From an optimization exercise on the open Yosys and OpenROAD flow, aimed at small area; shortcuts taken in it are not production practice. Function was not checked in any run shown here: the RTL went through the layout flow alone.

==> flow/design.v (outline; a module is shown in full before it is edited, if it fits) <==
// module rvdffe_nr: 12 lines
// module rvdffs: 15 lines
// module mul_fa: 4 lines
// module mul_bx: 3 lines
// module mul_bs: 3 lines
// module mul_ha: 4 lines
// module mul33: 4611 lines
// module mul_hsel: 3 lines
// module exu_mul_ctl: 30 lines
// module swerv_mul: 25 lines
module swerv_mul
  (
   input  logic        clk,
   input  logic        rst_l,        
   input  logic        valid,        
   input  logic        rs1_sign,     
   input  logic        rs2_sign,     
   input  logic        low,          
   input  logic [31:0] a,
   input  logic [31:0] b,
   input  logic        freeze,       
   output logic [31:0] out
   );
  // ...
==> flow/flow/run.sh <==
#!/bin/bash
# Standard ORFS layout, except that the port buffers are the smallest buffer
# cell instead of the default delay buffer.
set -euo pipefail
bash standard.sh "BUFFER_PORTS_ARGS=-buffer_cell sky130_fd_sc_hd__buf_1" finish > standard_flow.log 2>&1
==> flow/standard.sh <==
#!/bin/bash
# synth_recipe.tcl (not shown) runs the flow's synth.tcl, then flattens the netlist and writes it again
# the make line also repeats each setting of config.mk as NAME=value (left out here)
make -C /OpenROAD-flow-scripts/flow DESIGN_CONFIG=/design/flow/config.mk WORK_HOME=/design/flow/orfs CLKGATE_MAP_FILE= SYNTH_SCRIPT=/design/flow/synth_recipe.tcl "${@:-finish}"
==> flow/config.mk <==
export PLATFORM = sky130hd
export DESIGN_NAME = swerv_mul
export DESIGN_NICKNAME = swerv_mul
export VERILOG_FILES = /design/flow/design.v
export SDC_FILE = /design/flow/constraint.sdc
export NUM_CORES = 4
export LEC_CHECK = 0
export CAP_MARGIN = 20
export CORE_MARGIN = 2
export CORE_UTILIZATION = 40
export SLEW_MARGIN = 20
export SYNTH_HIERARCHICAL = 1
export SYNTH_MINIMUM_KEEP_SIZE = 0
==> flow/constraint.sdc <==
create_clock -name core_clock -period 8.0 [get_ports {clk}]
set_input_delay 1.6000 -clock core_clock [delete_from_list [all_inputs] [get_ports {clk}]]
set_output_delay 1.6000 -clock core_clock [all_outputs]
set_load 0.01 [all_outputs]
==> reports/qor.yml, run 1 <==
clocking:
  clock-sinks: 133
  cts_setup_buffers: 0
worst_setup_path:
  required_ns: 8.24
  r2r_slack_ns: 0.27
  r2r_cells: 24
  cp-start-kind: "register"
  r2r_end: "mul_e1.res_e2_ff.dout[20]"
  critPathArrivalTime_ns: 7.97
drt:
  dr_wl_met3_mm: 9.47
  drcViolationCount: 0
  wirelength_met1_mm: 37.3
run_status:
  status: "no timing/DRC/antenna violations"
min_path:
  holdPathEnd: "mul_e1.res_e3_ff.dout[2]"
  hold_path_startpoint: "mul_e1.res_e2_ff.dout[2]"
  min_path_type: "register to register"
  min_path_cells: 0
layout:
  fin_area_um2: 30100
  syn2layout_area_growth_pct: 14.4
  final_cell_mix: "xnor2_1 (586), o22ai_1 (525), fa_1 (467), buf_4 (146), edfxtp_1 (131)"
  fin_util: 0.460
  multi_input_area_um2: 22600
sta:
  grt_setup_unrepaired: "no"
  finClkSkew_ns: 0.0261
  setup_viol: 0
  hold_viol_final: 0
  tightest_slew_ns: 1.00
logic_synthesis:
  synthFlopType: "edfxtp_1"
  netlist.area_leader.share: 0.372
  synth_edf_count: 131
floorplanning:
  die_area_um2: 67800
  die_w_um: 260
placement:
  place_inst: 3387
global_routing:
  grt_pass1_vias: 22800
  gr-usage-met3: 0.0696
==> inputs of run 2 (changes only) <==
--- a/flow/config.mk
+++ b/flow/config.mk
@@ -8,5 +8,5 @@
 export CAP_MARGIN = 20
 export CORE_MARGIN = 2
-export CORE_UTILIZATION = 40
+export CORE_UTILIZATION = 60
 export SLEW_MARGIN = 20
 export SYNTH_HIERARCHICAL = 1
==> reports/qor.yml, run 2 <==
layout:
  top_register: "mul_e1.op_e1_ff.dout"  # unchanged
  syn2layout_area_growth_pct: 12.8  # was 14.4%
  fin_area_um2: 29700  # was 30100 um^2
  diodes: 0  # unchanged
  mostFrequentLayoutCell: "xnor2_1"  # unchanged
  finalNonFillerCells: 3134  # was 3419
  nFillCells: 3303  # was 6110
  nNetsFinal: 3214  # was 3220
  reg.largest.list: "mul_e1.op_e1_ff.dout: 67 flops, mul_e1.res_e2_ff.dout: 32 flops, mul_e1.res_e3_ff.dout: 32 flops"  # unchanged
  final_cell_mix: "xnor2_1 (586), o22ai_1 (525), fa_1 (467), buf_4 (138), edfxtp_1 (131)"  # was xnor2_1 (586), o22ai_1 (525), fa_1 (467), buf_4 (146), edfxtp_1 (131)
  largest_register_ffs: 67  # unchanged
  drive_gt1_frac: 0.118  # was 0.119
logic_synthesis:
  synthFlopType: "edfxtp_1"  # unchanged
  synth_top_cell_by_area: "fa_1"  # unchanged
  synth_edf_count: 131  # unchanged
  netlist.area_leader.share: 0.372  # unchanged
  synth_most_common_cell: "xnor2_1"  # unchanged
  ys_top_cells_by_count: "xnor2_1 (597), o22ai_1 (528), fa_1 (489)"  # unchanged
  syn_area_um2: 26300  # unchanged
  async_flop_share: 0.0150  # unchanged
  ys_seq_area_frac: 0.151  # unchanged
  yosys-top-cells-area: "fa_1 (37%), xnor2_1 (20%), edfxtp_1 (15%), o22ai_1 (13%), ha_1 (5.6%)"  # unchanged
  yosysWarnings: 9  # unchanged
  syn_area_per_cell_um2: 11.7  # unchanged
  netlist_instances: 2256  # unchanged
  yosysUniqueCellTypes: 51  # unchanged
  synth-seq-cells: 133  # unchanged
floorplanning:
  rows: 76  # was 94
  io_pins: 103  # unchanged
  fp.coreArea_um2: 43200  # was 65400 um^2
  die_h_um: 213  # was 260 um
  start_util: 0.609  # was 0.402
  die_w_um: 213  # was 260 um
  die_area_um2: 45500  # was 67800 um^2
global_routing:
  track_usage: 0.422  # was 0.289
  grt_pass1_wl_mm: 138  # was 143 mm
  antenna_found_initial: 0  # unchanged
  grt_max_degree: 59  # was 68
  grt_pass1_vias: 22000  # was 22800
  grt_overflow: 0  # unchanged
sta:
  max_freq_mhz: 130  # was 129 MHz
  min_period_ns: 7.68  # was 7.73 ns
  relSlewSlack: 0.256  # was 0.330
  grt_setup_unrepaired: "no"  # unchanged
  setup_tns_ns: 0  # unchanged
  hold_viol_final: 0  # unchanged
  min_period_over_period: 0.960  # was 0.966
  setup_viol: 0  # unchanged
  finClkSkew_ns: 0.0313  # was 0.0261 ns
  slew_viol_final: 0  # unchanged
  hold_ws_ns: 0.420  # was 0.409 ns
  tightest_slew_ns: 1.12  # was 1.00 ns
clocking:
  cts_made_buffers: 17  # unchanged
  cts_tree: "done"  # unchanged
  root_buffer: "clkbuf_16"  # unchanged
  worstSkewPairLatency_ns: 0.50  # about the same
  clock-sinks: 133  # unchanged
  ctsHoldBuffers: 0  # unchanged
  cts_max_path_buffers: 2  # unchanged
  h-tree-depth: 4  # unchanged
  path_clk_slew_ns: 0.07  # was 0.08 ns
worst_setup_path:
  critPathSlowestCell: "fa_1"  # was edfxtp_1
  r2r-start: "mul_e1.op_e1_ff.dout[5]"  # was mul_e1.op_e1_ff.dout[1]
  crit_family: "adder cells"  # unchanged
  path_buf_inv: 2  # unchanged
  critPathKind: "register to register"  # unchanged
  worstSetupStartpoint: "mul_e1.op_e1_ff.dout[5]"  # was mul_e1.op_e1_ff.dout[1]
  cp-start-kind: "register"  # unchanged
  required_ns: 8.23  # was 8.24 ns
  crit_chain: "ha_1 -> nand2b_1 -> clkinv_1 -> buf_6 -> xnor2_1 -> o22ai_1 -> fa_1 -> fa_2 -> fa_1 -> fa_2 -> fa_1 -> fa_1 -> ha_4 -> nand2_1 -> nor2_1 -> a21oi_1 -> o221ai_1 -> or2b_4 -> nand3b_4 -> a21oi_4 -> o21bai_1 -> a21oi_1 -> xnor2_1 -> mux2_4"  # was ha_1 -> nand2b_4 -> clkinvlp_4 -> xnor2_2 -> o22ai_1 -> fa_1 -> fa_1 -> fa_1 -> fa_1 -> fa_1 -> fa_1 -> ha_1 -> nand2_1 -> o21ai_0 -> buf_4 -> a21oi_1 -> o221ai_1 -> or2b_4 -> nand3b_4 -> a21oi_4 -> o21ai_0 -> o211ai_1 -> xnor2_1 -> mux2_4
  critPathArrivalTime_ns: 7.90  # was 7.97 ns
  crit_path_max_incr_delay_ns: 0.59  # was 0.58 ns
  end_kind: "register"  # unchanged
  crit_top_cell: "fa_1"  # unchanged
  path_max_fanout: 34  # was 8
placement:
  finalWeightedCongestion: 1.06  # was 1.01
  detailed_place_hpwl_mm: 76.4  # was 78.3 mm
  dpl_cell_area_um2: 29000  # was 29400 um^2
  place_inst: 3097  # was 3387
  port_buffers: 102  # unchanged
drt:
  drt_iter0_markers: 2577  # was 2277
  drcViolationCount: 0  # unchanged
  via_per_inst: 6.82  # was 6.23
  via_count: 21400  # was 21300
  antenna_left: 0  # unchanged
  firstDrtPassIters: 6  # was 7
  wl_mm: 92.9  # was 95.9 mm
  wl_per_cell_um: 29.7  # was 28.1 um
min_path:
  min_path_type: "register to register"  # unchanged
  hold_path_startpoint: "mul_e1.res_e2_ff.dout[15]"  # was mul_e1.res_e2_ff.dout[2]
run_status:
  status: "no timing/DRC/antenna violations"  # unchanged
flow_run:
  maxCapViolCount: 0  # unchanged
## run 2: layout make-up
type / count / area (um^2) / area share
clock buffer: 17 / 425 / 0.0143
clock inverter: 15 / 181 / 0.00611
inverter: 44 / 191 / 0.00645
multi-input combinational: 2092 / 22600 / 0.761
sequential: 133 / 3980 / 0.134
tap: 585 / 732 / 0.0247
timing repair buffer: 248 / 1570 / 0.0529
## run 2: stage by stage
stage               setup slack [ns]  utilization
finish                         0.323        0.687
detailed placement             0.128        0.671
floorplan                     -0.111            -
global placement               0.243        0.671
CTS                           0.0196        0.686
global route                  0.0191        0.687
## run 2: path summary, 6_finish.rpt
path | to | slack (ns) | depth (start not counted)
worst max-delay path | mul_e1.res_e2_ff.dout[16] | 0.32 | 24
min in group asynchronous | mul_e1.valid_e1_ff.dout | 0.89 | 1
worst min-delay path | mul_e1.res_e3_ff.dout[15] | 0.42 | 0
worst max register to register | mul_e1.res_e2_ff.dout[16] | 0.32 | 24
max in group asynchronous | mul_e1.valid_e1_ff.dout | 6.98 | 1
worst min register to register | mul_e1.res_e3_ff.dout[15] | 0.42 | 0
## run 2: worst reg2reg max path: cells and delay by family (launching register included)
family / cells / cell delay, ns
adder cells (fa/ha/maj): 8 / 3.45
AO/OA/AOI/OAI: 6 / 1.31
AND/OR/NAND/NOR: 5 / 1.00
flip-flops: 1 / 0.51
buffers and inverters: 2 / 0.49
XOR/XNOR: 2 / 0.39
multiplexers: 1 / 0.28
## run 2: per-module statistics from Yosys (local to each module, per instance), a selection
module	cells	flip-flops and latches
mul_bx	1	0
mul33	462	0
mul_ha	1	0
mul_bs	1	0
mul_fa	1	0
exu_mul_ctl	6	0
mul_hsel	1	0
## run 2: routing by layer
layer  vias to the layer above  part of all wire  GRT usage
li1                       8916                 -          -
met1                     10600              0.39      0.572
met2                      1538              0.42      0.605
met3                       281              0.14      0.158
met4                         0             0.049      0.195
met5                         -                 0          0
## run 2: repair_timing
action,CTS,global route
setup buffers,0,5
endpoints found under the hold margin,0,0
endpoints found under the setup margin,0,21
gates resized for setup,0,7
## run 2: kinds of logic after synthesis
family / synth area share
AO/OA/AOI/OAI: 0.158
XOR/XNOR: 0.203
adder cells (fa/ha/maj): 0.428
buffers and inverters: 0.00671
flip-flops: 0.151
multiplexers: 0.0194
other: 0.000286
AND/OR/NAND/NOR: 0.0332

==> what the ideal ports hide <==
The flow's constraints put no driver on any port. The routed layouts listed below were extracted and timed again, unchanged, in two steps. Step 1 assumes that a clkbuf_16 drives the clock port and a buf_2 every other input. Step 2 times the ports against the registers' clock, not the clock port: input delays grow and output delays shrink by t, the midpoint of the rising clock arrivals with the driver on. a / b / c = ideal ports / drivers / drivers and shift; a / b = the first two.
run	t, ns	slack for setup (ns)	hold WS [ns]	slew at the worst register clock pin (ns)
run 1	0.548	0.269 / 0.269 / 0.269	0.409 / 0.409 / 0.409	0.09 / 0.09
run 2	0.544	0.323 / 0.323 / 0.323	0.420 / 0.420 / 0.420	0.09 / 0.09
After both steps setup and hold are still met in every run listed.
